Background: an optimization exercise with open tools, aiming at small area. Do not read the settings as production practice.
The RTL was checked by simulation tests, not by an equivalence proof against the original design.
No driver is modelled on the clock port, so clocking that relies on it looks cheaper here than on a real chip.
Power figures rest on the tool's default switching activity, not on a simulated workload.

== delta ==
==> module Transmitter, before the edit <==
module Transmitter(
    input clk, rst, tick,
    input stage4,
    input [7:0] lData,
    input LButton,
    input transferButton,
    output reg t,
    output reg [7:0] m0, m1, m2, m3
    );
localparam [3:0] XFER0 = 4'd0, XFER9 = 4'd9, INIT = 4'd14, LOADS = 4'd10, WLOAD = 4'd11,
                 WXFER = 4'd12, S4 = 4'd13;
reg [3:0] st;
reg [1:0] s4c;
reg [8:0] tr;    
wire xfer = (st <= XFER9);
wire [7:0] src = (s4c == 2'd0) ? m3 : (s4c == 2'd1) ? m2 : (s4c == 2'd2) ? m1 : m0;
wire [9:0] frame = {tr, 1'b0};
wire ld = tick & (st == INIT) & LButton & ~stage4;
wire wr = ld & ~rst;
wire hold = ~ld & ~rst;
always @(posedge clk) begin
    m0 <= ({8{wr}} & lData) | ({8{hold}} & m0);
    m1 <= ({8{wr}} & m0) | ({8{hold}} & m1);
    m2 <= ({8{wr}} & m1) | ({8{hold}} & m2);
    m3 <= ({8{wr}} & m2) | ({8{hold}} & m3);
end
wire tl = tick & (st == LOADS || st == S4);
wire twr = tl & ~rst;
wire thold = ~tl & ~rst;
always @(posedge clk) tr <= ({9{twr}} & {1'b1, src}) | ({9{thold}} & tr);
always @(posedge clk) begin
    if (tick) begin
        if (st == INIT) s4c <= 2'd0;
        else if (st == WXFER && stage4 && s4c != 2'd3) s4c <= s4c + 2'd1;
    end
end
always @(posedge clk) begin
    if (rst) begin
        st <= INIT;
        t <= 1'b1;
    end else if (tick) begin
        if (xfer) begin
            t <= frame[st];
            st <= (st == XFER9) ? WXFER : st + 4'd1;
        end else case (st)
            INIT: begin
                t <= 1'b1;
                if (LButton && !stage4) st <= LOADS;
                if (transferButton) st <= stage4 ? S4 : XFER0;
            end
            LOADS: st <= WLOAD;
            WLOAD: if (!LButton) st <= INIT;
            WXFER: begin
                if (stage4) begin
                    if (s4c != 2'd3) st <= S4;
                    else if (!transferButton) st <= INIT;
                end else if (!transferButton) st <= INIT;
            end
            S4: st <= XFER0;
            default: st <= INIT;
        endcase
    end
end
endmodule
clock: 10.0 ns
lec_check: 0
cap_margin: 20
core_margin: 2
core_utilization: 60
place_density: 0.85
slew_margin: 20
standard.sh (not shown) runs the stock make flow with config.mk's settings and CLKGATE_MAP_FILE= SYNTH_SCRIPT=/design/flow/synth_recipe.tcl, a recipe that flattens the netlist after the stock synthesis.
==> flow/flow/run.sh <==
#!/bin/bash
# Own layout flow:
# 1. the standard synthesis (standard.sh synth), and the same synthesis
#    with an area-oriented ABC script (own_synth.tcl); the second is used only
#    if its registers (names and cell types) are exactly the standard ones.
# 2. The combinational logic between the registers of each is re-mapped by ABC
#    for area with a few scripts (registers, names and cell types kept); the
#    smallest result goes on.
# 3. the standard layout steps, with the smallest buffer on the ports and a
#    clock tree of small buffers, each upsized only as far as its clock slew
#    needs (ctsfix.tcl).
set -euo pipefail
W=$(pwd)
R=$W/orfs/results/${FLOW_PLATFORM}/UART3_Ruveyda/base
LIB=$FLOW_HOME/platforms/${FLOW_PLATFORM}/lib/sky130_fd_sc_hd__tt_025C_1v80.lib

bash standard.sh synth > $W/std_synth.log 2>&1
cp $R/1_2_yosys.v $W/src_std.v

# the same synthesis with the area ABC script, in a work folder of its own
printf 'strash\ndc2\ndch -f -x\namap\n' > $W/own_synth.abc
sources="std"
if OWN_ABC_SCRIPT=$W/own_synth.abc make -C $FLOW_HOME DESIGN_CONFIG=$W/config.mk WORK_HOME=$W/orfs_own \
     CLKGATE_MAP_FILE= SYNTH_SCRIPT=$W/flow/own_synth.tcl \
     $W/orfs_own/results/${FLOW_PLATFORM}/UART3_Ruveyda/base/1_2_yosys.v > $W/own_synth.log 2>&1; then
  cp $W/orfs_own/results/${FLOW_PLATFORM}/UART3_Ruveyda/base/1_2_yosys.v $W/src_own.v
  regs() { grep -E '^\s*sky130_fd_sc_hd__(dfxtp|edfxtp|dfrtp|dfstp|dfbbp|dfxbp|sdf|sedf|dl)' "$1" | sed 's/($//' | sort; }
  if cmp -s <(regs $W/src_std.v) <(regs $W/src_own.v); then
    sources="std own"
    echo "own synthesis: same registers as the standard one" >> $W/resyn_choice.log
  else
    echo "own synthesis: registers differ, not used" >> $W/resyn_choice.log
  fi
fi

scripts=(
  "strash; dc2; dch -f; amap"
  "strash; dc2; dch -f -x; amap"
  "strash; drw; drf; dc2; dch -f; amap"
  "strash; dch -f; amap"
  "strash; dc2; dch -f; amap; strash; dch -f; amap"
  "strash; dc2; balance; dch -f; amap"
)
best=""
bestarea=""
for src in $sources; do
  for i in "${!scripts[@]}"; do
    n=${src}_$i
    echo "${scripts[$i]}" | tr ';' '\n' > $W/resyn_$n.abc
    cat > $W/resyn_$n.ys <<EOF
read_liberty -ignore_miss_func $LIB
read_verilog $W/src_$src.v
hierarchy -top $FLOW_TOP
setattr -mod -set keep_hierarchy 1 sky130_fd_sc_hd__dfxtp_* sky130_fd_sc_hd__edfxtp_* sky130_fd_sc_hd__conb_1
flatten
opt_clean -purge
abc -liberty $LIB -dont_use sky130_fd_sc_hd__lpflow_* -dont_use sky130_fd_sc_hd__probe* -script $W/resyn_$n.abc $FLOW_TOP
opt_clean -purge
hilomap -singleton -hicell sky130_fd_sc_hd__conb_1 HI -locell sky130_fd_sc_hd__conb_1 LO
splitnets
opt_clean -purge
tee -o $W/resyn_$n.stat stat -liberty $LIB $FLOW_TOP
select $FLOW_TOP
write_verilog -noattr -noexpr -nohex -nodec -selected $W/resyn_$n.v
EOF
    if yosys -s $W/resyn_$n.ys > $W/resyn_$n.log 2>&1; then
      a=$(sed -n "s/.*Chip area for module '\\\\$FLOW_TOP': \([0-9.]*\).*/\1/p" $W/resyn_$n.stat | tail -1)
      echo "$src netlist, script $i (${scripts[$i]}): area $a" >> $W/resyn_choice.log
      if [[ -n "$a" ]] && { [[ -z "$bestarea" ]] || awk "BEGIN{exit !($a < $bestarea)}"; }; then
        best=$n; bestarea=$a
      fi
    fi
  done
done
echo "chosen: $best, area $bestarea" >> $W/resyn_choice.log
if [[ -n "$best" ]]; then
  cp $W/resyn_$best.v $R/1_2_yosys.v
  rm -f $R/1_synth.odb $R/1_synth.sdc
fi

export BUFFER_PORTS_ARGS="-buffer_cell sky130_fd_sc_hd__buf_1"
export CTS_ARGS="-sink_clustering_enable -repair_clock_nets -dont_use_dummy_load -buf_list sky130_fd_sc_hd__clkbuf_4"
# after CTS, upsize the clock buffers whose flip-flops see a clock slew over 110 ps
export PRE_CTS_TCL=$W/flow/ctsfix.tcl OWN_CLK_SLEW_PS=110
bash standard.sh > $W/std_layout.log 2>&1
Other scripts of this flow, unchanged in this note and not shown: flow/flow/ctsfix.tcl, flow/flow/own_synth.tcl
> inputs changed (delta -> sierra)
diff --git a/flow/design.v b/flow/design.v
--- a/flow/design.v
+++ b/flow/design.v
@@ -105,8 +105,8 @@
     output reg t,
     output reg [7:0] m0, m1, m2, m3
     );
-localparam [3:0] XFER0 = 4'd0, XFER9 = 4'd9, INIT = 4'd14, LOADS = 4'd10, WLOAD = 4'd11,
-                 WXFER = 4'd12, S4 = 4'd13;
+localparam [3:0] XFER0 = 4'd0, XFER9 = 4'd9, INIT = 4'd11, LOADS = 4'd14, WLOAD = 4'd12,
+                 WXFER = 4'd10, S4 = 4'd13;
 reg [3:0] st;
 reg [1:0] s4c;
 reg [8:0] tr;    
==> results.txt <==
- Count of mapped cells out of synthesis: delta vs sierra, no meaningful difference
- From delta to sierra the numbers moved as follows: multi-input gate share of total cell area grew by 0.49 points, final total power saw little to no change, combined area of the multi-input logic cells up 1.9%, post-synthesis area per instance increased by 0.070 um2 relative to the old numbers.
- Looking at class of the most critical setup path, the reg -> out result is from delta; the in -> reg one comes from sierra.
- [sierra] worst-case hold slack rose 19 ps relative to delta

afterwards: timing with drivers on the ports:
Ports are ideal in the flow. The routed layouts listed here were re-timed in OpenROAD. Step 1: set_driving_cell puts a clkbuf_16 on clk and a buf_2 on each other input, an assumption about the parent block. Step 2 also shifts input and output timing later by t, the mid clock arrival at the registers, as if the neighbouring blocks saw the same clock. Three values: ideal, step 1, step 2; two values: the first two.
| run | t (ns) | setup slack, ns | hold slack, ns |
|---|---|---|---|
| delta | 0.585 | 5.902 / 5.868 / 5.372 | 0.352 / 0.352 / 0.352 |
| sierra | 0.605 | 5.871 / 5.871 / 5.279 | 0.371 / 0.371 / 0.371 |
After both steps every run listed still meets setup and hold. The setup slack of sierra, which loses most, moves by 0.000 ns with the drivers and by -0.592 ns with both steps.
